From an optimization exercise on the open Yosys and OpenROAD flow, aimed at small area, a short achievable clock period and few clock cycles; shortcuts taken in it are not production practice.
RTL that was checked went through simulation tests only; none was proved equivalent to the original.
No functional check of the RTL was part of runs 5 to 7.
In every run shown here, the design's own scripts or RTL, not TritonCTS, make the clock network.
The clock port is modelled as an ideal driver, which makes a skipped or thinned clock tree look cheaper than it is; a real chip needs a root buffer or a tree.
Power and IR drop assume default switching activity.

$ cat flow/flow/run.sh
#!/bin/bash
# The standard layout with two changes:
#  - ports are buffered with buf_1 cells instead of the cell buffer_ports picks;
#  - at the end of the CTS step, flow/clock_tree.tcl replaces the clock tree
#    with a two-level one (clock port -> 2 root buffers -> 36 clkbuf_8 leaf buffers ->
#    flip-flops) and repairs timing again.
# Full output in standard.log (ORFS's per-step logs are under orfs/logs).
set -euo pipefail
export CT_LEAFS=36 CT_ROOTS=2 CT_LEAF_BUF=sky130_fd_sc_hd__clkbuf_8
bash standard.sh "BUFFER_PORTS_ARGS=-buffer_cell sky130_fd_sc_hd__buf_1" \
  "POST_CTS_TCL=$PWD/flow/clock_tree.tcl" finish > standard.log 2>&1
$ cat flow/flow/clock_tree.tcl
# Runs at the end of ORFS's CTS step (POST_CTS_TCL). Replaces the clock tree
# that clock_tree_synthesis built with a two-level one: the clock port drives
# a few root buffers, each root drives the leaf buffers near it, one leaf
# buffer per cluster of flip-flops, and each leaf buffer drives the clock pins
# of its cluster. All flip-flops get
# the same number of buffers (two) on their clock path, and the tree is not
# skewed on purpose. Then timing is repaired again on the new tree.

set ct_buf   sky130_fd_sc_hd__clkbuf_16
set ct_leaf_buf [expr {[info exists ::env(CT_LEAF_BUF)] ? $::env(CT_LEAF_BUF) : $ct_buf}]
set ct_leafs [expr {[info exists ::env(CT_LEAFS)] ? $::env(CT_LEAFS) : 16}]

set block [ord::get_db_block]
set db    [ord::get_db]
set clk   [$block findNet clk]

# Flip-flop clock pins, as odb iterms.
set sinks {}
foreach pin [all_registers -clock_pins -edge_triggered] {
  lappend sinks [sta::sta_to_db_pin $pin]
}
puts "clock_tree: [llength $sinks] flip-flop clock pins"

# Remove what clock_tree_synthesis built: every instance in the clock tree
# between the clock port and the flip-flops, and the dummy loads.
set doomed {}
foreach inst [$block getInsts] {
  set name [$inst getName]
  if {[string match clkbuf_* $name] || [string match clkload* $name]} {
    lappend doomed $inst
  }
}
foreach inst $doomed { odb::dbInst_destroy $inst }
foreach net [$block getNets] {
  if {[string match clknet_* [$net getName]] && [llength [$net getITerms]] == 0} {
    odb::dbNet_destroy $net
  }
}
puts "clock_tree: removed [llength $doomed] instances of the old tree"

# Cluster the sinks by position, seeded at quantiles of y.
set pts {}
foreach it $sinks {
  set bb [[$it getInst] getBBox]
  lappend pts [list [expr {([$bb xMin] + [$bb xMax]) / 2.0}] [expr {([$bb yMin] + [$bb yMax]) / 2.0}]]
}
set n [llength $pts]
set order [lsort -real -index 1 $pts]
set cent {}
for {set k 0} {$k < $ct_leafs} {incr k} {
  lappend cent [lindex $order [expr {int(($k + 0.5) * $n / $ct_leafs)}]]
}
# Capacitated k-means: each pass assigns the sinks greedily by distance to
# the nearest centre that still has room (at most ct_cap sinks per leaf), then
# moves each centre to the mean of its sinks.
set ct_cap [expr {int(ceil(1.1 * $n / $ct_leafs))}]
for {set iter 0} {$iter < 30} {incr iter} {
  set pairs {}
  set i 0
  foreach p $pts {
    for {set k 0} {$k < $ct_leafs} {incr k} {
      set c [lindex $cent $k]
      lappend pairs [list [expr {abs([lindex $p 0] - [lindex $c 0]) + abs([lindex $p 1] - [lindex $c 1])}] $i $k]
    }
    incr i
  }
  set pairs [lsort -real -index 0 $pairs]
  set assign [lrepeat $n -1]
  set fill [lrepeat $ct_leafs 0]
  set left $n
  foreach pr $pairs {
    lassign $pr d i k
    if {[lindex $assign $i] >= 0 || [lindex $fill $k] >= $ct_cap} { continue }
    lset assign $i $k
    lset fill $k [expr {[lindex $fill $k] + 1}]
    if {[incr left -1] == 0} { break }
  }
  set newc {}
  for {set k 0} {$k < $ct_leafs} {incr k} {
    set sx 0.0; set sy 0.0; set c 0
    foreach p $pts a $assign {
      if {$a == $k} { set sx [expr {$sx + [lindex $p 0]}]; set sy [expr {$sy + [lindex $p 1]}]; incr c }
    }
    if {$c > 0} { lappend newc [list [expr {$sx / $c}] [expr {$sy / $c}]] } else { lappend newc [lindex $cent $k] }
  }
  set cent $newc
}

set master [$db findMaster $ct_buf]
proc ct_place {inst x y} {
  $inst setLocation [expr {int($x)}] [expr {int($y)}]
  $inst setPlacementStatus PLACED
}

# Root buffers: the leaf buffers are grouped by position into ct_roots
# groups (k-means again), with one root buffer at the middle of each group.
# The clock port drives the root buffers directly (ct_roots <= 4 pins).
set ct_roots [expr {[info exists ::env(CT_ROOTS)] ? $::env(CT_ROOTS) : 4}]
set rorder [lsort -real -index 0 $cent]
set rcent {}
for {set r 0} {$r < $ct_roots} {incr r} {
  lappend rcent [lindex $rorder [expr {int(($r + 0.5) * $ct_leafs / $ct_roots)}]]
}
for {set iter 0} {$iter < 50} {incr iter} {
  set rassign {}
  foreach p $cent {
    set best 0; set bd 1e30
    for {set r 0} {$r < $ct_roots} {incr r} {
      set c [lindex $rcent $r]
      set d [expr {abs([lindex $p 0] - [lindex $c 0]) + abs([lindex $p 1] - [lindex $c 1])}]
      if {$d < $bd} { set bd $d; set best $r }
    }
    lappend rassign $best
  }
  set newc {}
  for {set r 0} {$r < $ct_roots} {incr r} {
    set sx 0.0; set sy 0.0; set c 0
    foreach p $cent a $rassign {
      if {$a == $r} { set sx [expr {$sx + [lindex $p 0]}]; set sy [expr {$sy + [lindex $p 1]}]; incr c }
    }
    if {$c > 0} { lappend newc [list [expr {$sx / $c}] [expr {$sy / $c}]] } else { lappend newc [lindex $rcent $r] }
  }
  set rcent $newc
}
set rootnets {}
for {set r 0} {$r < $ct_roots} {incr r} {
  set root [odb::dbInst_create $block $master ct_root_$r]
  set c [lindex $rcent $r]
  ct_place $root [lindex $c 0] [lindex $c 1]
  set rootnet [odb::dbNet_create $block ct_root_net_$r]
  $rootnet setSigType CLOCK
  [$root findITerm A] connect $clk
  [$root findITerm X] connect $rootnet
  lappend rootnets $rootnet
}

for {set k 0} {$k < $ct_leafs} {incr k} {
  set leaf [odb::dbInst_create $block [$db findMaster $ct_leaf_buf] ct_leaf_$k]
  set c [lindex $cent $k]
  ct_place $leaf [lindex $c 0] [lindex $c 1]
  set net [odb::dbNet_create $block ct_leaf_net_$k]
  $net setSigType CLOCK
  [$leaf findITerm A] connect [lindex $rootnets [lindex $rassign $k]]
  [$leaf findITerm X] connect $net
  set cnt 0
  foreach it $sinks a $assign {
    if {$a == $k} {
      $it disconnect
      $it connect $net
      incr cnt
    }
  }
  puts "clock_tree: leaf $k at [lindex $c 0] [lindex $c 1] drives $cnt flip-flops"
}
$clk setSigType CLOCK

# Optional: give the address decode's gates (found by the names of the nets
# they drive, from the RTL's gate modules) a strong drive before repair, as
# each drives many loads. CT_SIZE holds pairs of net-name pattern and cell.
if {[info exists ::env(CT_SIZE)]} {
  foreach {pattern cell} $::env(CT_SIZE) {
    set m [$db findMaster $cell]
    set c 0
    foreach net [$block getNets] {
      if {![string match $pattern [$net getName]]} { continue }
      foreach it [$net getITerms] {
        if {[$it isOutputSignal]} { [$it getInst] swapMaster $m; incr c }
      }
    }
    puts "clock_tree: $c drivers of $pattern made $cell"
  }
}

detailed_placement
set_propagated_clock [all_clocks]
estimate_parasitics -placement
report_clock_skew
report_clock_latency
repair_timing_helper
detailed_placement
check_placement -verbose
estimate_parasitics -placement
report_worst_slack
report_clock_skew
$ cat flow/standard.sh
#!/bin/bash
# synth_recipe.tcl (not shown) runs the flow's synth.tcl, then flattens the netlist and writes it again
# the make line also repeats each setting of config.mk as NAME=value (left out here)
make -C /OpenROAD-flow-scripts/flow DESIGN_CONFIG=/design/flow/config.mk WORK_HOME=/design/flow/orfs CLKGATE_MAP_FILE= SYNTH_SCRIPT=/design/flow/synth_recipe.tcl "${@:-finish}"
$ cat flow/config.mk
export PLATFORM = sky130hd
export DESIGN_NAME = top_axi_lite
export DESIGN_NICKNAME = top_axi_lite
export VERILOG_FILES = /design/flow/design.v
export SDC_FILE = /design/flow/constraint.sdc
export NUM_CORES = 4
export LEC_CHECK = 0
export CAP_MARGIN = 20
export CORE_MARGIN = 2
export CORE_UTILIZATION = 50
export SETUP_SLACK_MARGIN = 1.85
export SLEW_MARGIN = 20
export SYNTH_HIERARCHICAL = 1
export SYNTH_MINIMUM_KEEP_SIZE = 0
$ cat flow/constraint.sdc
create_clock -name core_clock -period 3.5 [get_ports {clk}]
set_input_delay 0.7000 -clock core_clock [delete_from_list [all_inputs] [get_ports {clk}]]
set_output_delay 0.7000 -clock core_clock [all_outputs]
set_load 0.01 [all_outputs]
$ cat flow/design.v
module rf_ao22 (
    input  logic a1, a2, b1, b2,
    output logic y
);
    assign y = (a1 & a2) | (b1 & b2);
endmodule
module rf_and2 (
    input  logic a, b,
    output logic y
);
    assign y = a & b;
endmodule
module rf_nand2 (
    input  logic a, b,
    output logic y
);
    assign y = !(a & b);
endmodule
module rf_nor2 (
    input  logic a, b,
    output logic y
);
    assign y = !(a | b);
endmodule
module rf_nand4 (
    input  logic a, b, c, d,
    output logic y
);
    assign y = !(a & b & c & d);
endmodule
module top_axi_lite (
    input  logic        clk,
    input  logic        rstn,
    input  logic        start,
    input  logic        mode,        
    input  logic [31:0] addr,
    input  logic [31:0] wdata_in,
    output logic [31:0] rdata_out,
    output logic        done
);
    logic [31:0] mem [0:15];
    logic [31:0] mem_d [0:15];
    logic [31:0] rd;
    logic [3:0] lo, hi, whi;
    always_comb begin
        for (int j = 0; j < 4; j++) begin
            lo[j]  = (addr[3:2] == 2'(j));
            hi[j]  = (addr[5:4] == 2'(j));
            whi[j] = start && mode && (addr[5:4] == 2'(j));
        end
    end
    logic [15:0] we [0:1];
    logic [15:0] hold [0:1];
    logic [15:0] sel [0:1];
    for (genvar h = 0; h < 2; h++) begin : g_half
        for (genvar i = 0; i < 16; i++) begin : g_word
            rf_and2  u_we   (.a(whi[i/4]), .b(lo[i%4]), .y(we[h][i]));
            rf_nand2 u_hold (.a(whi[i/4]), .b(lo[i%4]), .y(hold[h][i]));
            rf_and2  u_sel  (.a(hi[i/4]),  .b(lo[i%4]), .y(sel[h][i]));
        end
    end
    for (genvar i = 0; i < 16; i++) begin : g_word
        for (genvar b = 0; b < 32; b++) begin : g_bit
            rf_ao22 u_next (
                .a1(we[b/16][i]), .a2(wdata_in[b]), .b1(hold[b/16][i]), .b2(mem[i][b]),
                .y(mem_d[i][b])
            );
        end
    end
    always_ff @(posedge clk) begin
        for (int i = 0; i < 16; i++) mem[i] <= mem_d[i];
    end
    logic [7:0] part [0:31];
    logic [3:0] quad [0:31];
    for (genvar b = 0; b < 32; b++) begin : g_rd
        for (genvar k = 0; k < 8; k++) begin : g_ao22
            rf_ao22 u_part (
                .a1(sel[b/16][2*k]),   .a2(mem[2*k][b]),
                .b1(sel[b/16][2*k+1]), .b2(mem[2*k+1][b]),
                .y(part[b][k])
            );
        end
        for (genvar k = 0; k < 4; k++) begin : g_nor2
            rf_nor2 u_quad (.a(part[b][2*k]), .b(part[b][2*k+1]), .y(quad[b][k]));
        end
        rf_nand4 u_rd (.a(quad[b][0]), .b(quad[b][1]), .c(quad[b][2]), .d(quad[b][3]), .y(rd[b]));
    end
    always_ff @(posedge clk) begin
        rdata_out <= rd;
    end
    always_ff @(posedge clk or negedge rstn) begin
        if (!rstn) done <= 1'b0;
        else       done <= start;
    end
endmodule
==> results of run 1 <==
path summary, 6_finish.rpt:
check / start / end / slack (ps) / cells past startpoint
max: addr[3] / mem[8][9] / 1760 / 5
min: mem[4][8] / mem[4][8] / 470 / 1
max reg2reg: mem[14][22] / rdata_out[22] / 2350 / 3
min reg2reg: mem[4][8] / mem[4][8] / 470 / 1
max in group asynchronous: rstn / done / 2850 / 2
min in group asynchronous: rstn / done / 560 / 2
metal layers:
metal / vias to the layer above / routed length (um) / track usage
met3: 101 / 2650 / 0.0273
met4: 0 / 2170 / 0.0992
met1: 7476 / 24900 / 0.372
met5: - / 0 / 0
li1: 6729 / - / -
met2: 436 / 28300 / 0.478
stage by stage:
| stage | hold slack [ps] | setup WS (ps) | power, uW |
|---|---|---|---|
| floorplan | 404 | 1750 | 9200 |
| global placement | 452 | 867 | 9700 |
| detailed placement | 453 | 848 | 9780 |
| global route | 479 | 1770 | 13300 |
| finish | 472 | 1760 | 12800 |
layout make-up:
| class | count | area [um^2] | area share |
|---|---|---|---|
| timing repair buffer | 102 | 763 | 0.0354 |
| tap | 511 | 639 | 0.0296 |
| sequential | 545 | 10900 | 0.507 |
| buffer | 38 | 546 | 0.0253 |
| multi-input combinational | 1053 | 8700 | 0.403 |
kinds of logic after synthesis:
family           count (synthesis)
flip-flops                     545
AND/OR/NAND/NOR                268
AO/OA/AOI/OAI                  768
power groups by stage:
stage | Sequential (uW) | Clock, uW | Combinational (uW)
2_1_floorplan | 8080 | 0 | 1120
3_5_place_dp | 8190 | 0 | 1590
6_report | 8110 | 2870 | 1790
5_1_grt | 8240 | 3160 | 1930
3_3_place_gp | 8160 | 0 | 1540
cells in the final DEF, fill, tap and decap left out:
| cell | netlist | final |
|---|---|---|
| a22o_1 | 768 | 768 |
| and2_2 | 0 | 19 |
| and2_4 | 0 | 59 |
| and2b_2 | 0 | 1 |
| and2b_4 | 0 | 1 |
| and4_4 | 0 | 1 |
| and4b_2 | 0 | 1 |
| and4b_4 | 0 | 2 |
| and4bb_4 | 0 | 1 |
| buf_1 | 0 | 34 |
| buf_12 | 0 | 7 |
| buf_2 | 0 | 15 |
| buf_4 | 0 | 24 |
| buf_6 | 0 | 20 |
| clkbuf_16 | 0 | 2 |
| clkbuf_2 | 0 | 1 |
| clkbuf_8 | 0 | 36 |
| dfrtp_1 | 1 | 1 |
| dfxtp_1 | 544 | 525 |
| dfxtp_2 | 0 | 17 |
| dfxtp_4 | 0 | 2 |
| dlygate4sd3_1 | 0 | 1 |
| nand2_2 | 0 | 21 |
| nand2_4 | 0 | 11 |
| nand4_1 | 32 | 32 |
| nor2_1 | 130 | 75 |
| nor2_2 | 0 | 42 |
| nor2_4 | 0 | 14 |
| nor2b_4 | 0 | 5 |
Yosys stat by module (local to each module, per instance):
module        cell area (um^2)  flip-flops and latches  cells inside
rf_and2                   6.26                       0             1
rf_nor2                   3.75                       0             1
rf_ao22                   8.76                       0             1
top_axi_lite             11000                     545           557
rf_nand4                  6.26                       0             1
rf_nand2                  3.75                       0             1
state kept, by name, indices dropped and copies added (netlist names):
register	flops
mem	512
done	1
rdata_out	32
critical path: cells and delay by family:
kind                   cells  cell delay [ps]
AND/OR/NAND/NOR            2              770
AO/OA/AOI/OAI              1              310
buffers and inverters      2              250
==> results.json, run 1 <==
{
  "grt_usage": 0.281,
  "syn2layout_area_growth_pct": 14.0,
  "ys_top_cells_by_count": "a22o_1 (768), dfxtp_1 (544), nor2_1 (130)",
  "synth_xor_area_frac": 0,
  "layout-drive-gt1-share": 0.174,
  "initial_core_util": 0.505,
  "wl_per_cell_um": 25.8,
  "synth_compound_area_frac": 0.355,
  "ys.flop_type": "dfxtp_1",
  "grt_pass1_wl_um": 85600,
  "first_iter_violations": 1101,
  "sw_frac_of_total": 0.255,
  "fmax_ghz": 0.574,
  "synth_area_leaders": "dfxtp_1 (58%), a22o_1 (36%), nor2_1 (2.6%)",
  "post-route-period-util": 0.498,
  "synthAdderAreaFrac": 0,
  "ys_ff_latch": 545,
  "antenna_cells": 0,
  "clock_skew_ps": 48.0,
  "clkLatencyLatePin_ps": 470,
  "overflow": 0,
  "drc": 0,
  "path_class": "primary input to flop",
  "grt_pass1_vias": 13900,
  "dieArea_um2": 39400,
  "final_max_slew_viol_count": 0,
  "syn_area_um2": 18900,
  "place_congestion": 0.836,
  "finish.utilization": 0.576,
  "syn-instance-count": 1581,
  "synth.distinct_cells": 12,
  "p_per_area_nw_per_um2": 591,
  "p_int_uw": 9520,
  "p_leak_uw": 0.00927,
  "die_w_um": 199,
  "core_um2": 37500,
  "placed_cell_area_um2": 20000,
  "seq_area_frac_synth": 0.577,
  "synthArstFlopShare": 0.00183,
  "ant_nets": 0,
  "start_kind": "primary input",
  "cp-end-kind": "flop",
  "worstPathRequired_ps": 3800,
  "maxSlewHeadroom": 0.348,
  "arrival_ps": 2040,
  "finalSetupViolations": 0,
  "crit_fanout": 16,
  "ir_drop_v": 0.000425,
  "path_cells": "buf_12 > buf_4 > nor2_4 > nand2_2 > a22o_1",
  "dp_cells": 2164,
  "status": "finished clean",
  "io_pins": 101,
  "synth_top_area_share": 0.575,
  "synth_most_common_cell": "a22o_1",
  "grt_max_degree": 21,
  "p_sw_uw": 3250,
  "synth_top_family_by_area": "compound AO/OA/AOI/OAI gates",
  "synth_simple_gate_area_share": 0.0681,
  "clk_pin_slew_ps": 80,
  "num-nets-final": 1858,
  "syn_avg_cell_area_um2": 12.0,
  "rows": 71,
  "routed_wl_um": 58000,
  "clockPowerShare": 0.225,
  "vias_per_cell": 6.55,
  "place_hpwl_um": 34700,
  "fp.dieH_um": 199,
  "antenna_found_initial": 0,
  "instances_no_fill": 2249,
  "drtPass1Iterations": 5,
  "synth_top_area_cell": "dfxtp_1",
  "synthMuxAreaShare": 0,
  "tightest_slew_ps": 978,
  "yosysWarnings": 15,
  "stdcell_area_um2": 21600,
  "slowest_delay_ps": 410,
  "pwr-share-comb": 0.140,
  "hold_viol": 0,
  "rsz0062_at_grt": "yes",
  "synth_edf_count": 0,
  "drv_cap": 0,
  "hold_path.class": "flop to flop",
  "finalCriticalPeriod_ps": 1740,
  "vias": 14700,
  "syn-num-nets": 1649,
  "clkSinkCount": 545,
  "cp_slowest_cell": "nor2_4",
  "p_seq_frac": 0.635,
  "fin_setup_tns_ps": 0,
  "port_buffers": 72,
  "fillerInstances": 3201
}
Testbench counts, summed over its fixed seeds: cycles 8,000.
==> run 2: changes to the inputs <==
--- a/flow/flow/run.sh
+++ b/flow/flow/run.sh
@@ -4,3 +4,3 @@
 #  - at the end of the CTS step, flow/clock_tree.tcl replaces the clock tree
-#    with a two-level one (clock port -> 2 root buffers -> 36 clkbuf_8 leaf buffers ->
+#    with a two-level one (clock port -> 2 root buffers -> 32 clkbuf_8 leaf buffers ->
 #    flip-flops) and repairs timing again.
@@ -8,3 +8,3 @@
 set -euo pipefail
-export CT_LEAFS=36 CT_ROOTS=2 CT_LEAF_BUF=sky130_fd_sc_hd__clkbuf_8
+export CT_LEAFS=32 CT_ROOTS=2 CT_LEAF_BUF=sky130_fd_sc_hd__clkbuf_8
 bash standard.sh "BUFFER_PORTS_ARGS=-buffer_cell sky130_fd_sc_hd__buf_1" \
--- a/flow/config.mk
+++ b/flow/config.mk
@@ -9,3 +9,3 @@
 export CORE_MARGIN = 2
-export CORE_UTILIZATION = 50
+export CORE_UTILIZATION = 55
 export SETUP_SLACK_MARGIN = 1.85
==> run 2 against run 1 <==
Sequential cell count is the same. Sequential power is essentially flat. Clock skew shrank 5.7 ps. Critical path depth grew 2. Area after synthesis is the same. Utilization grew 5.6 points. Global-route usage grew 1.8 points. Register-to-register slack gained 30 ps. Largest cell class unchanged.
==> results.json, run 2 <==
{
  "syn2layout_area_growth_pct": 12.5,
  "fillerInstances": 2755,
  "grt_usage": 0.299,
  "regArea_um2": 10900,
  "syn-instance-count": 1581,
  "start_kind": "primary input",
  "finalCriticalPeriod_ps": 1730,
  "ys.flop_type": "dfxtp_1",
  "first_iter_violations": 1120,
  "drc": 0,
  "synth_top_area_cell": "dfxtp_1",
  "cp-end-kind": "flop",
  "port_buffers": 72,
  "synth_most_common_cell": "a22o_1",
  "ys_ff_latch": 545,
  "busiest_layer": "met2",
  "place_congestion": 0.863,
  "regMostFlops": "mem",
  "routed_wl_um": 56700,
  "syn_area_um2": 18900,
  "multi_input_area_um2": 8630,
  "place_hpwl_um": 33800,
  "syn_avg_cell_area_um2": 12.0,
  "overflow": 0,
  "status": "finished clean",
  "clkLatencyLatePin_ps": 450,
  "vias": 14900,
  "initial_core_util": 0.562,
  "grt_util_met3": 0.0248,
  "synth_area_leaders": "dfxtp_1 (58%), a22o_1 (36%), nor2_1 (2.6%)",
  "io_pins": 101,
  "gr-usage-met2": 0.495,
  "crit_fanout": 15,
  "vias_per_cell": 6.87,
  "ys_top_cells_by_count": "a22o_1 (768), dfxtp_1 (544), nor2_1 (130)",
  "drtPass1Iterations": 5,
  "hold_path.class": "flop to flop",
  "synth_top_area_share": 0.575,
  "die_w_um": 190,
  "fmax_ghz": 0.577,
  "antenna_found_initial": 0,
  "synth_edf_count": 0,
  "mostFrequentLayoutCells": "a22o_1 (768), dfxtp_1 (524), nor2_1 (82)",
  "fp.dieH_um": 190,
  "instances_no_fill": 2171,
  "dp_cells": 2101,
  "largestRegisters": "mem: 512 flops, rdata_out: 32 flops, done: 1 flops",
  "clkSinkCount": 545,
  "num-nets-final": 1842,
  "final_max_slew_viol_count": 0,
  "core_um2": 33700,
  "yosysWarnings": 15,
  "final_common_cell": "a22o_1",
  "wl_per_cell_um": 26.1,
  "largest_reg_flops": 512,
  "tightest_slew_ps": 989,
  "clock_skew_ps": 42.3,
  "fin_total_pwr_uw": 12600,
  "layout-drive-gt1-share": 0.164,
  "grt_pass1_vias": 14200,
  "synthArstFlopShare": 0.00183,
  "clk_pin_slew_ps": 120,
  "hold_viol": 0,
  "ir_drop_v": 0.000358,
  "finalSetupViolations": 0,
  "p_leak_uw": 0.00909,
  "arrival_ps": 2030,
  "maxSlewHeadroom": 0.340,
  "fin_setup_tns_ps": 0,
  "rsz0062_at_grt": "yes",
  "grt_use_met1": 0.393,
  "seq_area_frac_synth": 0.577,
  "dieArea_um2": 35900,
  "drv_cap": 0,
  "holdPathStages": 1,
  "grt_pass1_wl_um": 84200,
  "antenna_cells": 0,
  "worstPathRequired_ps": 3800,
  "post-route-period-util": 0.496,
  "synth.distinct_cells": 12,
  "reg2regPathDepth": 3,
  "ant_nets": 0,
  "rows": 67,
  "syn-num-nets": 1649,
  "path_class": "primary input to flop",
  "p_per_area_nw_per_um2": 594,
  "grt_max_degree": 20
}
==> run 2: cell counts after synthesis <==
Identical to the previous run, type by type.
==> run 2: layout make-up <==
class	instances	area share
tap	448	0.0263
buffer	34	0.0230
sequential	545	0.514
multi-input combinational	1052	0.405
timing repair buffer	92	0.0314
==> run 2: modules after synthesis, one instance, submodules excluded <==
module | area, um^2 | cells | flops+latches | copies in the design
rf_nand4 | 6.26 | 1 | 0 | 32
rf_and2 | 6.26 | 1 | 0 | 64
rf_ao22 | 8.76 | 1 | 0 | 768
rf_nor2 | 3.75 | 1 | 0 | 128
rf_nand2 | 3.75 | 1 | 0 | 32
top_axi_lite | 11000 | 557 | 545 | 1
==> run 2: through the flow <==
| stage | cell area [um^2] | setup WS, ps | hold slack (ps) | util |
|---|---|---|---|---|
| 2_1_floorplan | 19100 | 1750 | 404 | - |
| 5_1_grt | 21300 | 1800 | 490 | 0.632 |
| 3_5_place_dp | 19900 | 854 | 453 | 0.592 |
| 6_report | 21300 | 1770 | 474 | 0.632 |
| 3_3_place_gp | 19900 | 904 | 452 | 0.592 |
==> run 2: report_power, final <==
part	switching, uW	internal, uW
Sequential	679	7450
Clock	1810	929
Combinational	740	1040
Total	3230	9420
==> run 2: final timing paths <==
check	from	to	slack, ps
setup / recovery	addr[3]	rdata_out[23]	1770
hold / removal	mem[6][8]	mem[6][8]	470
setup reg to reg	mem[10][23]	rdata_out[23]	2380
hold reg to reg	mem[6][8]	mem[6][8]	470
max in group asynchronous	rstn	done	2850
min in group asynchronous	rstn	done	550
==> run 2: cells by family after synthesis <==
| family | count (synthesis) | share of synthesized area |
|---|---|---|
| and+or+nand+nor | 268 | 0.0681 |
| DFF | 545 | 0.577 |
| AOI/OAI and AO/OA | 768 | 0.355 |
==> run 2: worst max-delay path: stages <==
cell and delay [ps]:
buf_6 130, nor2b_4 140, buf_12 160, and2_4 210, a22o_1 260, nor2_1 210
nand4_1 210
==> run 2: metal layers <==
layer,share of wire,vias to the layer above
met5,0,-
met4,0.048,0
met3,0.050,130
met2,0.48,529
met1,0.42,7540
li1,-,6710
==> run 3: changes to the inputs <==
--- a/flow/flow/run.sh
+++ b/flow/flow/run.sh
@@ -4,3 +4,3 @@
 #  - at the end of the CTS step, flow/clock_tree.tcl replaces the clock tree
-#    with a two-level one (clock port -> 2 root buffers -> 32 clkbuf_8 leaf buffers ->
+#    with a two-level one (clock port -> 2 root buffers -> 34 clkbuf_8 leaf buffers ->
 #    flip-flops) and repairs timing again.
@@ -8,3 +8,3 @@
 set -euo pipefail
-export CT_LEAFS=32 CT_ROOTS=2 CT_LEAF_BUF=sky130_fd_sc_hd__clkbuf_8
+export CT_LEAFS=34 CT_ROOTS=2 CT_LEAF_BUF=sky130_fd_sc_hd__clkbuf_8
 bash standard.sh "BUFFER_PORTS_ARGS=-buffer_cell sky130_fd_sc_hd__buf_1" \
==> run 3 against run 2 <==
Combinational power about the same. Clock skew decreased by 13 ps. Sequential power about the same. Critical endpoint is now mem[4][19]. Largest cell class unchanged.
==> results.json, run 3 <==
{
  "core_um2": 33700,
  "start_kind": "primary input",
  "synthArstFlopShare": 0.00183,
  "antenna_found_initial": 0,
  "antenna_cells": 0,
  "syn_area_um2": 18900,
  "status": "finished clean",
  "path_buf_inv": 1,
  "min_to": "mem[0][9]",
  "seq_area_frac_synth": 0.577,
  "hold_path_startpoint": "mem[0][9]",
  "synth_area_leaders": "dfxtp_1 (58%), a22o_1 (36%), nor2_1 (2.6%)",
  "grt_max_degree": 19,
  "ys_top_cells_by_count": "a22o_1 (768), dfxtp_1 (544), nor2_1 (130)",
  "layout-drive-gt1-share": 0.166,
  "fin_setup_tns_ps": 0,
  "rsz0062_at_grt": "yes",
  "path_class": "primary input to flop",
  "path_cells": "buf_2 > and4b_4 > and2_2 > a22o_1",
  "stdcell_area_um2": 21400,
  "place_congestion": 0.863,
  "grt_usage": 0.299,
  "finalSetupViolations": 0,
  "p_leak_uw": 0.00919,
  "hold_path.class": "flop to flop",
  "ant_nets": 0,
  "num-nets-final": 1839,
  "tightest_slew_ps": 969,
  "finalCriticalPeriod_ps": 1730,
  "final_max_slew_viol_count": 0,
  "rows": 67,
  "arrival_ps": 2120,
  "largestRegisters": "mem: 512 flops, rdata_out: 32 flops, done: 1 flops",
  "grt_pass1_vias": 14300,
  "wl_per_cell_um": 25.8,
  "syn-num-nets": 1649,
  "syn_avg_cell_area_um2": 12.0,
  "cp_slowest_cell": "and4b_4",
  "fillerInstances": 2750,
  "fmax_ghz": 0.578,
  "final_common_cell": "a22o_1",
  "synth_top_area_cell": "dfxtp_1",
  "timing.rr.start": "mem[6][23]",
  "syn-instance-count": 1581,
  "cp-end-kind": "flop",
  "worstPathRequired_ps": 3890,
  "synth_top_area_share": 0.575,
  "ff2ff_setup_slack_ps": 2410,
  "ys.flop_type": "dfxtp_1",
  "holdPathStages": 1,
  "largest_reg_flops": 512,
  "post-route-period-util": 0.494,
  "initial_core_util": 0.562,
  "clkLatencyLatePin_ps": 450,
  "mostFrequentLayoutCells": "a22o_1 (768), dfxtp_1 (524), nor2_1 (74)",
  "grt_pass1_wl_um": 84500,
  "fp.dieH_um": 190,
  "p_per_area_nw_per_um2": 595,
  "yosysWarnings": 15,
  "vias": 14900,
  "vias_per_cell": 6.87,
  "overflow": 0,
  "place_hpwl_um": 33800,
  "routed_wl_um": 55900,
  "synth_edf_count": 0,
  "synth_most_common_cell": "a22o_1",
  "crit_family": "simple AND/OR/NAND/NOR gates",
  "slowest_delay_ps": 540,
  "ir_drop_v": 0.000410,
  "r2r_end": "rdata_out[23]",
  "io_pins": 101,
  "crit_fanout": 16,
  "first_iter_violations": 1061,
  "syn2layout_area_growth_pct": 12.9,
  "reg2regPathDepth": 3,
  "placed_cell_area_um2": 19900,
  "clkSinkCount": 545,
  "regMostFlops": "mem",
  "dieArea_um2": 35900,
  "clock_skew_ps": 29.1,
  "synth.distinct_cells": 12,
  "maxSlewHeadroom": 0.354,
  "ys_ff_latch": 545,
  "drtPass1Iterations": 5,
  "clk_pin_slew_ps": 100,
  "die_w_um": 190,
  "drc": 0,
  "hold_viol": 0,
  "port_buffers": 72,
  "drv_cap": 0
}
==> run 3: cell counts after synthesis <==
Identical to the previous run, type by type.
==> run 3: Yosys stat by module (local to each module, per instance) <==
module        times used  cells  flip-flops and latches  cell area (um^2)
rf_nand4              32      1                       0              6.26
rf_nor2              128      1                       0              3.75
rf_ao22              768      1                       0              8.76
rf_and2               64      1                       0              6.26
rf_nand2              32      1                       0              3.75
top_axi_lite           1    557                     545             11000
==> run 3: cell families after synthesis <==
kind of cell,count (synthesis),synth area share
AND/OR/NAND/NOR,268,0.0681
AO/OA/AOI/OAI,768,0.355
flip-flops,545,0.577
==> run 3: worst max-delay path by stage <==
| stage | slack, ps | startpoint | cells past startpoint | endpoint |
|---|---|---|---|---|
| 5_1_grt | 1750 | addr[5] | 4 | mem[7][23] |
| 2_1_floorplan | 1750 | addr[4] | 3 | mem[0][0] |
| 6_report | 1770 | addr[5] | 4 | mem[4][19] |
| 3_3_place_gp | 900 | addr[2] | 4 | mem[13][19] |
| 3_5_place_dp | 850 | addr[3] | 4 | mem[14][11] |
==> run 3: area by class of cell <==
cell class	instances	area (um^2)	area share
multi-input cells	1042	8600	0.402
plain buffers	36	518	0.0242
well taps	448	561	0.0262
repair buffers	97	748	0.0350
flip-flops and latches	545	10900	0.512
==> run 3: report_power, final <==
group / internal (uW) / leakage, uW / switching, uW / total (uW)
Sequential: 7450 / 0.00455 / 680 / 8130
Combinational: 1040 / 0.00438 / 734 / 1770
Clock: 978 / 0.000269 / 1830 / 2810
==> run 3: through the flow <==
stage	cells	hold WS (ps)	util	worst slack (ps)	total power [uW]
after global routing	2168	485	0.634	1750	13300
final	2168	476	0.634	1770	12700
after detailed placement	2101	453	0.592	854	9790
after floorplan	1581	404	-	1750	9200
after global placement	2101	452	0.592	904	9690
==> run 3: layer usage <==
metal | global-route usage | vias up | share of wire
li1 | - | 6686 | -
met1 | 0.391 | 7551 | 0.41
met2 | 0.501 | 523 | 0.48
met3 | 0.0282 | 125 | 0.050
met4 | 0.144 | 0 | 0.051
met5 | 0 | - | 0
==> run 4: changes to the inputs <==
==> flow/flow/run.sh (replaced) <==
#!/bin/bash
# The standard layout with two changes:
#  - ports are buffered with buf_2 cells instead of the cell buffer_ports picks;
#  - at the end of the CTS step, flow/clock_tree.tcl replaces the clock tree
#    with a two-level one (clock port -> 2 root buffers -> 32 clkbuf_8 leaf buffers ->
#    flip-flops) and repairs timing again.
# Full output in standard.log (ORFS's per-step logs are under orfs/logs).
set -euo pipefail
export CT_LEAFS=32 CT_ROOTS=2 CT_LEAF_BUF=sky130_fd_sc_hd__clkbuf_8
bash standard.sh "BUFFER_PORTS_ARGS=-buffer_cell sky130_fd_sc_hd__buf_2" \
  "POST_CTS_TCL=$PWD/flow/clock_tree.tcl" finish > standard.log 2>&1
==> run 4 against run 3 <==
Critical path type unchanged. Clock skew is 0.86 ps lower. Cell count up 0.42%. Still clean on timing, DRC and antenna. Worst setup slack better by 24 ps. Critical endpoint is now mem[2][20].
==> results.json, run 4 <==
{
  "status": "finished clean",
  "stdcell_area_um2": 21400,
  "num-nets-final": 1848,
  "grt_max_degree": 20,
  "path_class": "primary input to flop",
  "core_um2": 33700,
  "hold_path.class": "flop to flop",
  "grt_usage": 0.299,
  "ys.flop_type": "dfxtp_1",
  "syn-instance-count": 1581,
  "place_congestion": 0.873,
  "clock_skew_ps": 28.3,
  "arrival_ps": 2010,
  "synth_top_area_cell": "dfxtp_1",
  "overflow": 0,
  "whs_ps": 472,
  "initial_core_util": 0.562,
  "fin_setup_tns_ps": 0,
  "rsz0062_at_grt": "yes",
  "die_w_um": 190,
  "maxSlewHeadroom": 0.708,
  "finalSetupViolations": 0,
  "final_max_slew_viol_count": 0,
  "dp_cells": 2101,
  "synthArstFlopShare": 0.00183,
  "synth_area_leaders": "dfxtp_1 (58%), a22o_1 (36%), nor2_1 (2.6%)",
  "port_buffers": 72,
  "worstPathRequired_ps": 3810,
  "vias_per_cell": 6.85,
  "ys_top_cells_by_count": "a22o_1 (768), dfxtp_1 (544), nor2_1 (130)",
  "fmax_ghz": 0.587,
  "largest_reg_flops": 512,
  "regMostFlops": "mem",
  "ir_drop_v": 0.000392,
  "wl_per_cell_um": 26.1,
  "seq_area_frac_synth": 0.577,
  "instances_no_fill": 2177,
  "p_per_area_nw_per_um2": 589,
  "fp.dieH_um": 190,
  "pre_cts_ws_ps": 993,
  "clk_pin_slew_ps": 80,
  "drc": 0,
  "yosysWarnings": 15,
  "clkLatencyLatePin_ps": 440,
  "placed_cell_area_um2": 20000,
  "drtPass1Iterations": 5,
  "syn2layout_area_growth_pct": 13.3,
  "dieArea_um2": 35900,
  "synth_most_common_cell": "a22o_1",
  "layout-drive-gt1-share": 0.190,
  "p_leak_uw": 0.00930,
  "synth_top_area_share": 0.575,
  "io_pins": 101,
  "post-route-period-util": 0.487,
  "rows": 67,
  "crit_fanout": 16,
  "finalCriticalPeriod_ps": 1700,
  "ff2ff_setup_slack_ps": 2420,
  "tightest_slew_ps": 437,
  "largestRegisters": "mem: 512 flops, rdata_out: 32 flops, done: 1 flops",
  "mostFrequentLayoutCells": "a22o_1 (768), dfxtp_1 (525), nor2_1 (73)",
  "synth_edf_count": 0,
  "clkSinkCount": 545,
  "final_common_cell": "a22o_1",
  "grt_pass1_wl_um": 84300,
  "syn-num-nets": 1649,
  "synth.distinct_cells": 12,
  "grt_pass1_vias": 14300,
  "syn_area_um2": 18900,
  "antenna_found_initial": 1,
  "ant_nets": 0,
  "first_iter_violations": 1109,
  "vias": 14900,
  "ys_ff_latch": 545,
  "drv_cap": 0,
  "cp-end-kind": "flop",
  "start_kind": "primary input",
  "worst_slack_ps": 1800,
  "syn_avg_cell_area_um2": 12.0,
  "hold_viol": 0,
  "place_hpwl_um": 33900,
  "routed_wl_um": 56800
}
==> run 4: logic make-up after synthesis <==
family | share of synthesized area
compound gates | 0.355
flops | 0.577
simple gates | 0.0681
==> run 4: layer usage <==
metal	global-route usage	vias up	routed length, um
li1	-	6709	-
met3	0.0248	115	2950
met2	0.501	541	27700
met1	0.394	7556	23700
met4	0.135	0	2400
met5	0	-	0
==> run 4: worst max-delay path, stage by stage <==
cell      delay [ps]
buf_4            160
and4bb_4         560
nand2_2          290
a22o_1           300
==> run 4: per-module statistics from Yosys, one instance, submodules excluded <==
module / cells / flip-flops and latches / cell area, um^2 / copies in the design
rf_and2: 1 / 0 / 6.26 / 64
rf_ao22: 1 / 0 / 8.76 / 768
rf_nand2: 1 / 0 / 3.75 / 32
rf_nand4: 1 / 0 / 6.26 / 32
rf_nor2: 1 / 0 / 3.75 / 128
top_axi_lite: 557 / 545 / 11000 / 1
==> run 4: through the flow <==
step	total power, uW	util
after floorplan	9200	-
after global placement	9720	0.595
after detailed placement	9820	0.595
after global routing	13200	0.636
final	12600	0.636
==> run 4: report_power, final <==
| part | leakage [uW] | internal, uW | switching [uW] | total, uW |
|---|---|---|---|---|
| registers | 0.00454 | 7450 | 673 | 8130 |
| logic | 0.00450 | 1050 | 748 | 1790 |
| clock network | 0.000255 | 929 | 1790 | 2720 |
==> run 4: cell type report <==
type | instances | area (um^2)
fill | 2710 | 12300
tap | 448 | 561
timing repair buffer | 96 | 758
multi-input combinational | 1053 | 8700
antenna | 1 | 2.50
sequential | 545 | 10900
buffer | 34 | 490
==> run 4: path summary, 6_finish.rpt <==
check                                  from             to  cells after the start
worst min register to register  mem[13][17]    mem[13][17]                      1
worst max-delay path                addr[4]     mem[2][20]                      4
worst max register to register  mem[12][20]  rdata_out[20]                      3
worst min-delay path            mem[13][17]    mem[13][17]                      1
max in group asynchronous              rstn           done                      2
min in group asynchronous              rstn           done                      2
==> run 5: changes to the inputs <==
--- a/flow/design.v
+++ b/flow/design.v
@@ -17,2 +17,8 @@
     assign y = !(a & b);
+endmodule
+module rf_and4 (
+    input  logic a, b, c, d,
+    output logic y
+);
+    assign y = a & b & c & d;
 endmodule
@@ -43,3 +49,4 @@
     logic [31:0] rd;
-    logic [3:0] lo, hi, whi;
+    logic [3:0] lo, hi;
+    logic [5:4] an;
     always_comb begin
@@ -48,3 +55,13 @@
             hi[j]  = (addr[5:4] == 2'(j));
-            whi[j] = start && mode && (addr[5:4] == 2'(j));
+        end
+        an = ~addr[5:4];
+    end
+    logic [3:0] whi [0:1];
+    for (genvar h = 0; h < 2; h++) begin : g_whi
+        for (genvar k = 0; k < 4; k++) begin : g_k
+            rf_and4 u_whi (
+                .a(start), .b(mode),
+                .c(k[1] ? addr[5] : an[5]), .d(k[0] ? addr[4] : an[4]),
+                .y(whi[h][k])
+            );
         end
@@ -56,4 +73,4 @@
         for (genvar i = 0; i < 16; i++) begin : g_word
-            rf_and2  u_we   (.a(whi[i/4]), .b(lo[i%4]), .y(we[h][i]));
-            rf_nand2 u_hold (.a(whi[i/4]), .b(lo[i%4]), .y(hold[h][i]));
+            rf_and2  u_we   (.a(whi[h][i/4]), .b(lo[i%4]), .y(we[h][i]));
+            rf_nand2 u_hold (.a(whi[h][i/4]), .b(lo[i%4]), .y(hold[h][i]));
             rf_and2  u_sel  (.a(hi[i/4]),  .b(lo[i%4]), .y(sel[h][i]));
==> flow/flow/run.sh (replaced) <==
#!/bin/bash
# The standard layout with two changes:
#  - ports are buffered with buf_4 cells instead of the cell buffer_ports picks;
#  - at the end of the CTS step, flow/clock_tree.tcl replaces the clock tree
#    with a two-level one (clock port -> 2 root buffers -> 32 clkbuf_8 leaf buffers ->
#    flip-flops) and repairs timing again.
# Full output in standard.log (ORFS's per-step logs are under orfs/logs).
set -euo pipefail
export CT_LEAFS=32 CT_ROOTS=2 CT_LEAF_BUF=sky130_fd_sc_hd__clkbuf_8
bash standard.sh "BUFFER_PORTS_ARGS=-buffer_cell sky130_fd_sc_hd__buf_4" \
  "POST_CTS_TCL=$PWD/flow/clock_tree.tcl" finish > standard.log 2>&1
==> run 5 against run 4 <==
Still clean on timing, DRC and antenna. Final area grew 2.0%. First-iteration DRC count grew 3.4%. Register-to-register slack worse by 70 ps. Sequential cell count unchanged. Sequential share of layout area decreased by 0.97 points. Maximum frequency down 1.8%. Worst setup slack worse by 32 ps. Combinational power grew 7%. Cell count increased by 0.51%. Critical path type unchanged.
==> results.json, run 5 <==
{
  "status": "finished clean",
  "place_hpwl_um": 35600,
  "final_max_slew_viol_count": 0,
  "ff2ff_setup_slack_ps": 2350,
  "overflow": 0,
  "dp_cells": 2115,
  "fmax_ghz": 0.576,
  "p_leak_uw": 0.00947,
  "fin_setup_tns_ps": 0,
  "vias": 15200,
  "synth.distinct_cells": 12,
  "largestRegisters": "mem: 512 flops, rdata_out: 32 flops, done: 1 flops",
  "io_pins": 101,
  "antenna_found_initial": 0,
  "timing.rr.start": "mem[4][26]",
  "synth_area_leaders": "dfxtp_1 (57%), a22o_1 (35%), nor2_1 (2.6%)",
  "arrival_ps": 2020,
  "ys_top_cells_by_count": "a22o_1 (768), dfxtp_1 (544), nor2_1 (130)",
  "yosysWarnings": 16,
  "synth_edf_count": 0,
  "dieArea_um2": 36000,
  "clk_pin_slew_ps": 100,
  "grt_usage": 0.317,
  "grt_max_degree": 20,
  "initial_core_util": 0.553,
  "final_common_cell": "a22o_1",
  "drc": 0,
  "syn_avg_cell_area_um2": 12.0,
  "mostFrequentLayoutCells": "a22o_1 (766), dfxtp_1 (519), nor2_1 (60)",
  "p_per_area_nw_per_um2": 585,
  "wl_per_cell_um": 27.6,
  "grt_pass1_vias": 14200,
  "syn2layout_area_growth_pct": 15.3,
  "maxSlewHeadroom": 0.728,
  "die_w_um": 190,
  "worstPathRequired_ps": 3780,
  "path_class": "primary input to flop",
  "port_buffers": 72,
  "start_kind": "primary input",
  "instances_no_fill": 2188,
  "fin_total_pwr_uw": 12800,
  "r2r_end": "rdata_out[26]",
  "rsz0062_at_grt": "yes",
  "grt_pass1_wl_um": 88200,
  "ys.flop_type": "dfxtp_1",
  "seq_area_frac_synth": 0.575,
  "clkLatencyLatePin_ps": 430,
  "syn_area_um2": 19000,
  "ir_drop_v": 0.000430,
  "pre_cts_ws_ps": 993,
  "drtPass1Iterations": 5,
  "core_um2": 34300,
  "num-nets-final": 1851,
  "antenna_cells": 0,
  "synth_top_area_share": 0.574,
  "clkSinkCount": 545,
  "crit_end": "rdata_out[17]",
  "synth_top_area_cell": "dfxtp_1",
  "critPathLaunch": "addr[3]",
  "hold_path.class": "flop to flop",
  "clock_skew_ps": 31.0,
  "tightest_slew_ps": 407,
  "routed_wl_um": 60300,
  "layout-drive-gt1-share": 0.201,
  "regMostFlops": "mem",
  "syn-num-nets": 1655,
  "ys_ff_latch": 545,
  "ant_nets": 0,
  "synth_most_common_cell": "a22o_1",
  "largest_reg_flops": 512,
  "drv_cap": 0,
  "cp-end-kind": "flop",
  "syn-instance-count": 1587,
  "finalSetupViolations": 0,
  "post-route-period-util": 0.496,
  "place_congestion": 0.853,
  "worst_slack_ps": 1760,
  "hold_viol": 0,
  "reg2regPathDepth": 3,
  "vias_per_cell": 6.95,
  "first_iter_violations": 1147,
  "fp.dieH_um": 190,
  "rows": 68,
  "synthArstFlopShare": 0.00183,
  "crit_fanout": 7,
  "finalCriticalPeriod_ps": 1740
}
[run 5: worst min-delay path by stage]
stage | startpoint | slack (ps) | cells after the start | endpoint
2_1_floorplan | rstn | 400 | 0 | done
6_report | mem[6][28] | 480 | 1 | mem[6][28]
5_1_grt | start | 470 | 1 | done
3_3_place_gp | mem[2][30] | 450 | 1 | mem[2][30]
3_5_place_dp | mem[11][0] | 450 | 1 | mem[11][0]
[run 5: kinds of logic after synthesis]
kind of cell,Yosys count,synth area share
AO/OA/AOI/OAI,768,0.355
flip-flops,545,0.575
buffers and inverters,2,0.000396
AND/OR/NAND/NOR,272,0.0696
[run 5: worst max-delay path, cell delays in order]
cell and delay, ps:
buf_12 120, nor2b_4 150, buf_12 150, and2_4 160, buf_6 140, a22o_1 240, nor2_4 160, nand4_1 180
[run 5: where the power goes]
part	switching (uW)	leakage (uW)	internal [uW]
registers	671	0.00455	7460
clock network	1820	0.000255	928
logic	801	0.00466	1110
total	3290	0.00947	9500
[run 5: modules after synthesis, one instance, submodules excluded]
module	cells inside	area, um^2	times used	flip-flops and latches
rf_and2	1	6.26	64	0
rf_and4	1	8.76	8	0
rf_ao22	1	8.76	768	0
rf_nand2	1	3.75	32	0
rf_nand4	1	6.26	32	0
rf_nor2	1	3.75	128	0
top_axi_lite	555	11000	1	545
[run 5: layer usage]
metal | wire (um) | up-vias | global-route usage
li1 | - | 6736 | -
met2 | 28600 | 673 | 0.520
met5 | 0 | - | 0
met3 | 4050 | 130 | 0.0349
met1 | 24800 | 7661 | 0.423
met4 | 2970 | 0 | 0.146
[run 5: cell type report]
class | count | area, um^2
inverters | 2 | 7.51
plain buffers | 34 | 490
flip-flops and latches | 545 | 10900
fillers | 2723 | 12400
well taps | 455 | 569
repair buffers | 101 | 1090
multi-input cells | 1051 | 8770
[run 5: per-stage QoR]
step,utilization,hold slack [ps],area [um^2]
finish,0.638,477,21900
global route,0.638,468,21900
detailed placement,0.590,453,20200
global placement,0.590,452,20200
floorplan,-,404,19100
==> run 6: changes to the inputs <==
--- a/flow/design.v
+++ b/flow/design.v
@@ -6,8 +6,2 @@
 endmodule
-module rf_and2 (
-    input  logic a, b,
-    output logic y
-);
-    assign y = a & b;
-endmodule
 module rf_nand2 (
@@ -17,8 +11,2 @@
     assign y = !(a & b);
-endmodule
-module rf_and4 (
-    input  logic a, b, c, d,
-    output logic y
-);
-    assign y = a & b & c & d;
 endmodule
@@ -49,19 +37,11 @@
     logic [31:0] rd;
-    logic [3:0] lo, hi;
-    logic [5:4] an;
+    logic [3:0] lo, lon, hi, hin, wlo, wlon;
     always_comb begin
         for (int j = 0; j < 4; j++) begin
-            lo[j]  = (addr[3:2] == 2'(j));
-            hi[j]  = (addr[5:4] == 2'(j));
-        end
-        an = ~addr[5:4];
-    end
-    logic [3:0] whi [0:1];
-    for (genvar h = 0; h < 2; h++) begin : g_whi
-        for (genvar k = 0; k < 4; k++) begin : g_k
-            rf_and4 u_whi (
-                .a(start), .b(mode),
-                .c(k[1] ? addr[5] : an[5]), .d(k[0] ? addr[4] : an[4]),
-                .y(whi[h][k])
-            );
+            lo[j]   =  (addr[3:2] == 2'(j));
+            lon[j]  = !(addr[3:2] == 2'(j));
+            hi[j]   =  (addr[5:4] == 2'(j));
+            hin[j]  = !(addr[5:4] == 2'(j));
+            wlo[j]  =  (start && mode && addr[3:2] == 2'(j));
+            wlon[j] = !(start && mode && addr[3:2] == 2'(j));
         end
@@ -73,5 +53,5 @@
         for (genvar i = 0; i < 16; i++) begin : g_word
-            rf_and2  u_we   (.a(whi[h][i/4]), .b(lo[i%4]), .y(we[h][i]));
-            rf_nand2 u_hold (.a(whi[h][i/4]), .b(lo[i%4]), .y(hold[h][i]));
-            rf_and2  u_sel  (.a(hi[i/4]),  .b(lo[i%4]), .y(sel[h][i]));
+            rf_nor2  u_we   (.a(hin[i/4]), .b(wlon[i%4]), .y(we[h][i]));
+            rf_nand2 u_hold (.a(hi[i/4]),  .b(wlo[i%4]),  .y(hold[h][i]));
+            rf_nor2  u_sel  (.a(hin[i/4]), .b(lon[i%4]),  .y(sel[h][i]));
         end
--- a/flow/flow/run.sh
+++ b/flow/flow/run.sh
@@ -4,3 +4,3 @@
 #  - at the end of the CTS step, flow/clock_tree.tcl replaces the clock tree
-#    with a two-level one (clock port -> 2 root buffers -> 32 clkbuf_8 leaf buffers ->
+#    with a two-level one (clock port -> 2 root buffers -> 20 leaf buffers ->
 #    flip-flops) and repairs timing again.
@@ -8,3 +8,3 @@
 set -euo pipefail
-export CT_LEAFS=32 CT_ROOTS=2 CT_LEAF_BUF=sky130_fd_sc_hd__clkbuf_8
+export CT_LEAFS=20 CT_ROOTS=2
 bash standard.sh "BUFFER_PORTS_ARGS=-buffer_cell sky130_fd_sc_hd__buf_4" \
--- a/flow/flow/clock_tree.tcl
+++ b/flow/flow/clock_tree.tcl
@@ -9,3 +9,2 @@
 set ct_buf   sky130_fd_sc_hd__clkbuf_16
-set ct_leaf_buf [expr {[info exists ::env(CT_LEAF_BUF)] ? $::env(CT_LEAF_BUF) : $ct_buf}]
 set ct_leafs [expr {[info exists ::env(CT_LEAFS)] ? $::env(CT_LEAFS) : 16}]
@@ -137,3 +136,3 @@
 for {set k 0} {$k < $ct_leafs} {incr k} {
-  set leaf [odb::dbInst_create $block [$db findMaster $ct_leaf_buf] ct_leaf_$k]
+  set leaf [odb::dbInst_create $block $master ct_leaf_$k]
   set c [lindex $cent $k]
--- a/flow/config.mk
+++ b/flow/config.mk
@@ -10,3 +10,3 @@
 export CORE_UTILIZATION = 55
-export SETUP_SLACK_MARGIN = 1.85
+export SETUP_SLACK_MARGIN = 1.9
 export SLEW_MARGIN = 20
==> run 6 against run 5 <==
Critical path depth unchanged. Sequential share of layout area decreased by 1.9 points. Wire length is 6.2% lower. Cell count rose by 2.0%.
==> results.json, run 6 <==
{
  "start_kind": "primary input",
  "synth_edf_count": 0,
  "synth_simple_gate_area_share": 0.0629,
  "worstPathRequired_ps": 3770,
  "drv_cap": 0,
  "antenna_cells": 0,
  "syn2layout_area_growth_pct": 20.8,
  "path_cells": "buf_12 > or2_4 > buf_6 > nor2_4 > buf_4 > a22o_1 > nor2_2 > nand4_1",
  "fmax_ghz": 0.602,
  "ant_nets": 0,
  "clock_skew_ps": 21.3,
  "seq_area_frac_synth": 0.579,
  "syn-instance-count": 1591,
  "grt_pass1_wl_um": 87100,
  "fillerInstances": 2511,
  "syn-num-nets": 1659,
  "path_buf_inv": 3,
  "overflow": 0,
  "grt_use_met1": 0.408,
  "synth_top_area_cell": "dfxtp_1",
  "synth_compound_area_frac": 0.357,
  "pre_cts_ws_ps": 753,
  "vias": 15100,
  "largestRegisters": "mem: 512 flops, rdata_out: 32 flops, done: 1 flops",
  "clkLatencyLatePin_ps": 430,
  "regArea_um2": 10900,
  "yosysWarnings": 15,
  "hold_viol": 0,
  "synth_top_family_by_area": "compound AO/OA/AOI/OAI gates",
  "io_pins": 101,
  "wl_per_cell_um": 25.4,
  "p_per_area_nw_per_um2": 571,
  "finalCriticalPeriod_ps": 1660,
  "core_um2": 33600,
  "initial_core_util": 0.561,
  "syn_avg_cell_area_um2": 11.8,
  "synth_xor_area_frac": 0,
  "status": "finished clean",
  "post-route-period-util": 0.475,
  "final_max_slew_viol_count": 0,
  "arrival_ps": 1940,
  "ys_top_cells_by_count": "a22o_1 (768), dfxtp_1 (544), nor2_1 (193)",
  "synthArstFlopShare": 0.00183,
  "grt_pass1_vias": 14700,
  "first_iter_violations": 1062,
  "ir_drop_v": 0.000382,
  "ys.flop_type": "dfxtp_1",
  "cp_slowest_cell": "or2_4",
  "hold_path.class": "flop to flop",
  "fin_setup_tns_ps": 0,
  "layout-drive-gt1-share": 0.218,
  "syn_area_um2": 18800,
  "maxSlewHeadroom": 0.675,
  "worst_slack_ps": 1840,
  "grt_usage": 0.309,
  "synth_most_common_cell": "a22o_1",
  "drtPass1Iterations": 7,
  "path_class": "primary input to flop",
  "synthAdderAreaFrac": 0,
  "grt_util_met3": 0.0254,
  "synth_area_leaders": "dfxtp_1 (58%), a22o_1 (36%), nor2_1 (3.8%)",
  "rows": 67,
  "routed_wl_um": 56600,
  "finalSetupViolations": 0,
  "dieArea_um2": 35800,
  "ys_ff_latch": 545,
  "num-nets-final": 1903,
  "busiest_layer": "met2",
  "antenna_found_initial": 0,
  "grt_max_degree": 31,
  "clkSinkCount": 545,
  "multi_input_area_um2": 8740,
  "mostFrequentLayoutCells": "a22o_1 (768), dfxtp_1 (519), buf_4 (88)",
  "rsz0062_at_grt": "yes",
  "synth.distinct_cells": 17,
  "largest_reg_flops": 512,
  "drc": 0,
  "regMostFlops": "mem",
  "gr-usage-met2": 0.510,
  "final_common_cell": "a22o_1",
  "fp.dieH_um": 189,
  "cp-end-kind": "flop",
  "place_congestion": 0.889,
  "clk_pin_slew_ps": 110,
  "tightest_slew_ps": 486,
  "port_buffers": 72,
  "slowest_delay_ps": 280,
  "vias_per_cell": 6.78,
  "die_w_um": 189,
  "finish.utilization": 0.677,
  "place_hpwl_um": 34800,
  "crit_family": "simple AND/OR/NAND/NOR gates",
  "synthMuxAreaShare": 0,
  "p_leak_uw": 0.00962,
  "synth_top_area_share": 0.578,
  "crit_fanout": 8
}
[run 6: cell count changes in the layout (fill, tap and decap cells not counted), moves of 20 or more]
cell / delta
and2_4: -54
buf_4: +41
clkbuf_8: -32
nor2_4: +32
buf_12: +29
clkbuf_16: +21
nor2_2: +20
[run 6: layout make-up]
type	instances	share of cell area
sequential	545	0.481
multi-input combinational	1046	0.384
timing repair buffer	171	0.0864
tap	448	0.0246
buffer	22	0.0242
[run 6: power breakdown]
group	internal [uW]	total [uW]	switching, uW
Clock	1140	2940	1800
Combinational	1140	1930	785
Sequential	7460	8140	681
[run 6: metrics by stage]
stage / instances / cell area, um^2 / hold slack, ps / total power, uW
final: 2232 / 22800 / 478 / 13000
after global routing: 2232 / 22800 / 484 / 13500
after detailed placement: 2127 / 20300 / 453 / 9900
after global placement: 2127 / 20300 / 452 / 9810
after floorplan: 1591 / 19100 / 404 / 9210
[run 6: cells by family (layout without fill, tap and decap cells)]
group / Yosys count / after routing
flip-flops: 545 / 545
buffers and inverters: 2 / 193
AND/OR/NAND/NOR: 276 / 278
AO/OA/AOI/OAI: 768 / 768
[run 6: metal layers]
metal,wire length [um],vias to the layer above
met5,0,-
met4,2820,0
met3,3140,133
met2,27200,630
met1,23400,7529
li1,-,6843
[run 6: worst paths after layout]
path                       slack (ps)      endpoint  cells after the start        start
setup / recovery                 1840  rdata_out[4]                      8      addr[3]
hold / removal                    480   mem[13][30]                      1  mem[13][30]
setup reg to reg                 2410  rdata_out[4]                      3   mem[14][4]
hold reg to reg                   480   mem[13][30]                      1  mem[13][30]
max in group asynchronous        2840          done                      2         rstn
min in group asynchronous         580          done                      2         rstn
[run 6: per-module statistics from Yosys (local to each module, per instance)]
module | cell area, um^2 | flops+latches | times used
rf_nor2 | 3.75 | 0 | 192
rf_ao22 | 8.76 | 0 | 768
rf_nand4 | 6.26 | 0 | 32
top_axi_lite | 11100 | 545 | 1
rf_nand2 | 3.75 | 0 | 32
==> run 7: changes to the inputs <==
--- a/flow/config.mk
+++ b/flow/config.mk
@@ -10,3 +10,3 @@
 export CORE_UTILIZATION = 55
-export SETUP_SLACK_MARGIN = 1.9
+export SETUP_SLACK_MARGIN = 1.85
 export SLEW_MARGIN = 20
==> run 7 against run 6 <==
Highest routed layer is now met5. Final area decreased by 1.5%. Utilization decreased by 1.0 points. Wire length increased by 0.15%. Via count decreased by 0.63%. Combinational power decreased by 2%. Die area unchanged. Worst setup slack got worse by 28 ps. Sequential power about the same.
==> results.json, run 7 <==
{
  "yosysWarnings": 15,
  "routed_wl_um": 56700,
  "regArea_um2": 10900,
  "clock_skew_ps": 27.3,
  "hold_viol": 0,
  "finish.utilization": 0.667,
  "ys_top_cells_by_count": "a22o_1 (768), dfxtp_1 (544), nor2_1 (193)",
  "worstPathRequired_ps": 3780,
  "syn_avg_cell_area_um2": 11.8,
  "first_iter_violations": 1063,
  "final_common_cell": "a22o_1",
  "whs_ps": 477,
  "fmax_ghz": 0.592,
  "num-nets-final": 1894,
  "grt_pass1_wl_um": 87000,
  "synth_area_leaders": "dfxtp_1 (58%), a22o_1 (36%), nor2_1 (3.8%)",
  "port_buffers": 72,
  "ys_ff_latch": 545,
  "ant_nets": 0,
  "initial_core_util": 0.561,
  "cp-end-kind": "flop",
  "antenna_cells": 0,
  "clkSinkCount": 545,
  "largestRegisters": "mem: 512 flops, rdata_out: 32 flops, done: 1 flops",
  "synth_top_area_cell": "dfxtp_1",
  "seq_area_frac_synth": 0.579,
  "place_congestion": 0.869,
  "grt_usage": 0.308,
  "rows": 67,
  "tightest_slew_ps": 499,
  "hold_path.class": "flop to flop",
  "vias": 15000,
  "fp.dieH_um": 189,
  "worst_slack_ps": 1810,
  "start_kind": "primary input",
  "synth_edf_count": 0,
  "finalSetupViolations": 0,
  "reg2regPathDepth": 3,
  "place_hpwl_um": 35200,
  "status": "finished clean",
  "p_leak_uw": 0.00941,
  "grt_max_degree": 31,
  "rsz0062_at_grt": "yes",
  "synthArstFlopShare": 0.00183,
  "arrival_ps": 1970,
  "largest_reg_flops": 512,
  "multi_input_area_um2": 8610,
  "path_class": "primary input to flop",
  "finalCriticalPeriod_ps": 1690,
  "drc": 0,
  "vias_per_cell": 6.77,
  "wl_per_cell_um": 25.5,
  "ir_drop_v": 0.000507,
  "syn-instance-count": 1591,
  "fin_total_pwr_uw": 13000,
  "pre_cts_ws_ps": 754,
  "layout-drive-gt1-share": 0.200,
  "antenna_found_initial": 2,
  "maxSlewHeadroom": 0.667,
  "crit_fanout": 12,
  "drv_cap": 0,
  "syn-num-nets": 1659,
  "core_um2": 33600,
  "grt_pass1_vias": 14700,
  "dieArea_um2": 35800,
  "holdPathStages": 1,
  "fillerInstances": 2567,
  "syn2layout_area_growth_pct": 18.9,
  "ys.flop_type": "dfxtp_1",
  "syn_area_um2": 18800,
  "fin_setup_tns_ps": 0,
  "overflow": 0,
  "clkLatencyLatePin_ps": 430,
  "io_pins": 101,
  "clk_pin_slew_ps": 120,
  "regMostFlops": "mem",
  "post-route-period-util": 0.483,
  "drtPass1Iterations": 5,
  "mostFrequentLayoutCells": "a22o_1 (768), dfxtp_1 (518), nor2_1 (96)",
  "final_max_slew_viol_count": 0,
  "synth_most_common_cell": "a22o_1",
  "synth.distinct_cells": 17,
  "p_per_area_nw_per_um2": 579,
  "die_w_um": 189,
  "synth_top_area_share": 0.578
}
[run 7: per-module statistics from Yosys (local to each module, per instance)]
module	copies in the design	cells	cell area, um^2
top_axi_lite	1	567	11100
rf_nand4	32	1	6.26
rf_ao22	768	1	8.76
rf_nand2	32	1	3.75
rf_nor2	192	1	3.75
[run 7: layout make-up]
class,count,area share
Buffer,22,0.0246
Sequential cell,545,0.488
Multi-Input combinational cell,1048,0.384
Timing Repair Buffer,159,0.0778
Tap cell,448,0.0250
[run 7: report_power, final]
group          switching [uW]  internal [uW]  total (uW)
registers                 678           7460        8140
clock network            1820           1140        2960
logic                     770           1120        1890
total                    3270           9720       13000
[run 7: kinds of logic (layout without fill, tap and decap cells)]
kind of cell	after synthesis	in the layout	share of synthesized area
flip-flops	545	545	0.579
AND/OR/NAND/NOR	276	280	0.0629
buffers and inverters	2	181	0.00119
AO/OA/AOI/OAI	768	768	0.357
[run 7: metal layers]
layer / wire, um / vias to the layer above / GRT usage
met5: 24 / - / 0
met1: 23100 / 7494 / 0.406
met4: 2790 / 4 / 0.146
met3: 3470 / 124 / 0.0321
li1: - / 6812 / -
met2: 27300 / 605 / 0.510
[run 7: worst paths after layout]
path / startpoint / to / slack (ps)
worst max register to register: mem[14][4] / rdata_out[4] / 2390
worst min-delay path: mem[15][21] / mem[15][21] / 480
worst max-delay path: addr[2] / rdata_out[0] / 1810
min in group asynchronous: rstn / done / 630
max in group asynchronous: rstn / done / 2790
worst min register to register: mem[15][21] / mem[15][21] / 480
[run 7: stage by stage]
| stage | instances | instance area [um^2] |
|---|---|---|
| 2_1_floorplan | 1591 | 19100 |
| 3_3_place_gp | 2135 | 20400 |
| 3_5_place_dp | 2135 | 20400 |
| 5_1_grt | 2222 | 22400 |
| 6_report | 2222 | 22400 |
[run 7: critical path: stages]
cell and delay (ps):
buf_12 110, or2_4 280, buf_6 170, nor2_4 50, buf_12 130, a22o_1 210, nor2_2 120, nand4_1 180

==> afterwards: timing with drivers on the ports <==
How much do the figures lean on ideal ports? The routed layouts below were timed once more, with nothing changed but the port constraints.
Step 1 sets driving cells, clkbuf_16 on the clock port and buf_2 on the other inputs (assumed; they add their load-dependent delay and slew).
Step 2 adds t to the input delays and takes it off the output delays; t is the mean of the earliest and latest rising clock arrival at the registers after step 1. Input paths then give back, and output paths get back, about the clock's delay inside the block.
a / b / c = ideal ports / drivers / drivers and shift; a / b = the first two.
run | t (ns) | slack for setup (ns) | worst hold slack (ns) | worst slew at a driven data input, ns | cell pins on the clock port's net
run 1 | 0.506 | 1.758 / 1.778 / 1.272 | 0.472 / 0.452 / 0.472 | 0.10 | 2
run 2 | 0.503 | 1.766 / 1.784 / 1.305 | 0.474 / 0.469 / 0.474 | 0.06 | 2
run 3 | 0.497 | 1.771 / 1.775 / 1.318 | 0.476 / 0.460 / 0.476 | 0.06 | 2
run 4 | 0.498 | 1.795 / 1.818 / 1.344 | 0.472 / 0.472 / 0.472 | 0.06 | 2
run 5 | 0.497 | 1.763 / 1.766 / 1.269 | 0.477 / 0.434 / 0.477 | 0.13 | 2
run 6 | 0.496 | 1.838 / 1.790 / 1.306 | 0.478 / 0.451 / 0.478 | 0.12 | 2
run 7 | 0.491 | 1.811 / 1.728 / 1.237 | 0.477 / 0.477 / 0.477 | 0.17 | 2
After both steps setup and hold are still met in every run listed. For run 7, which loses most, drivers alone change the setup slack by -0.083 ns; drivers and shift together by -0.574 ns.
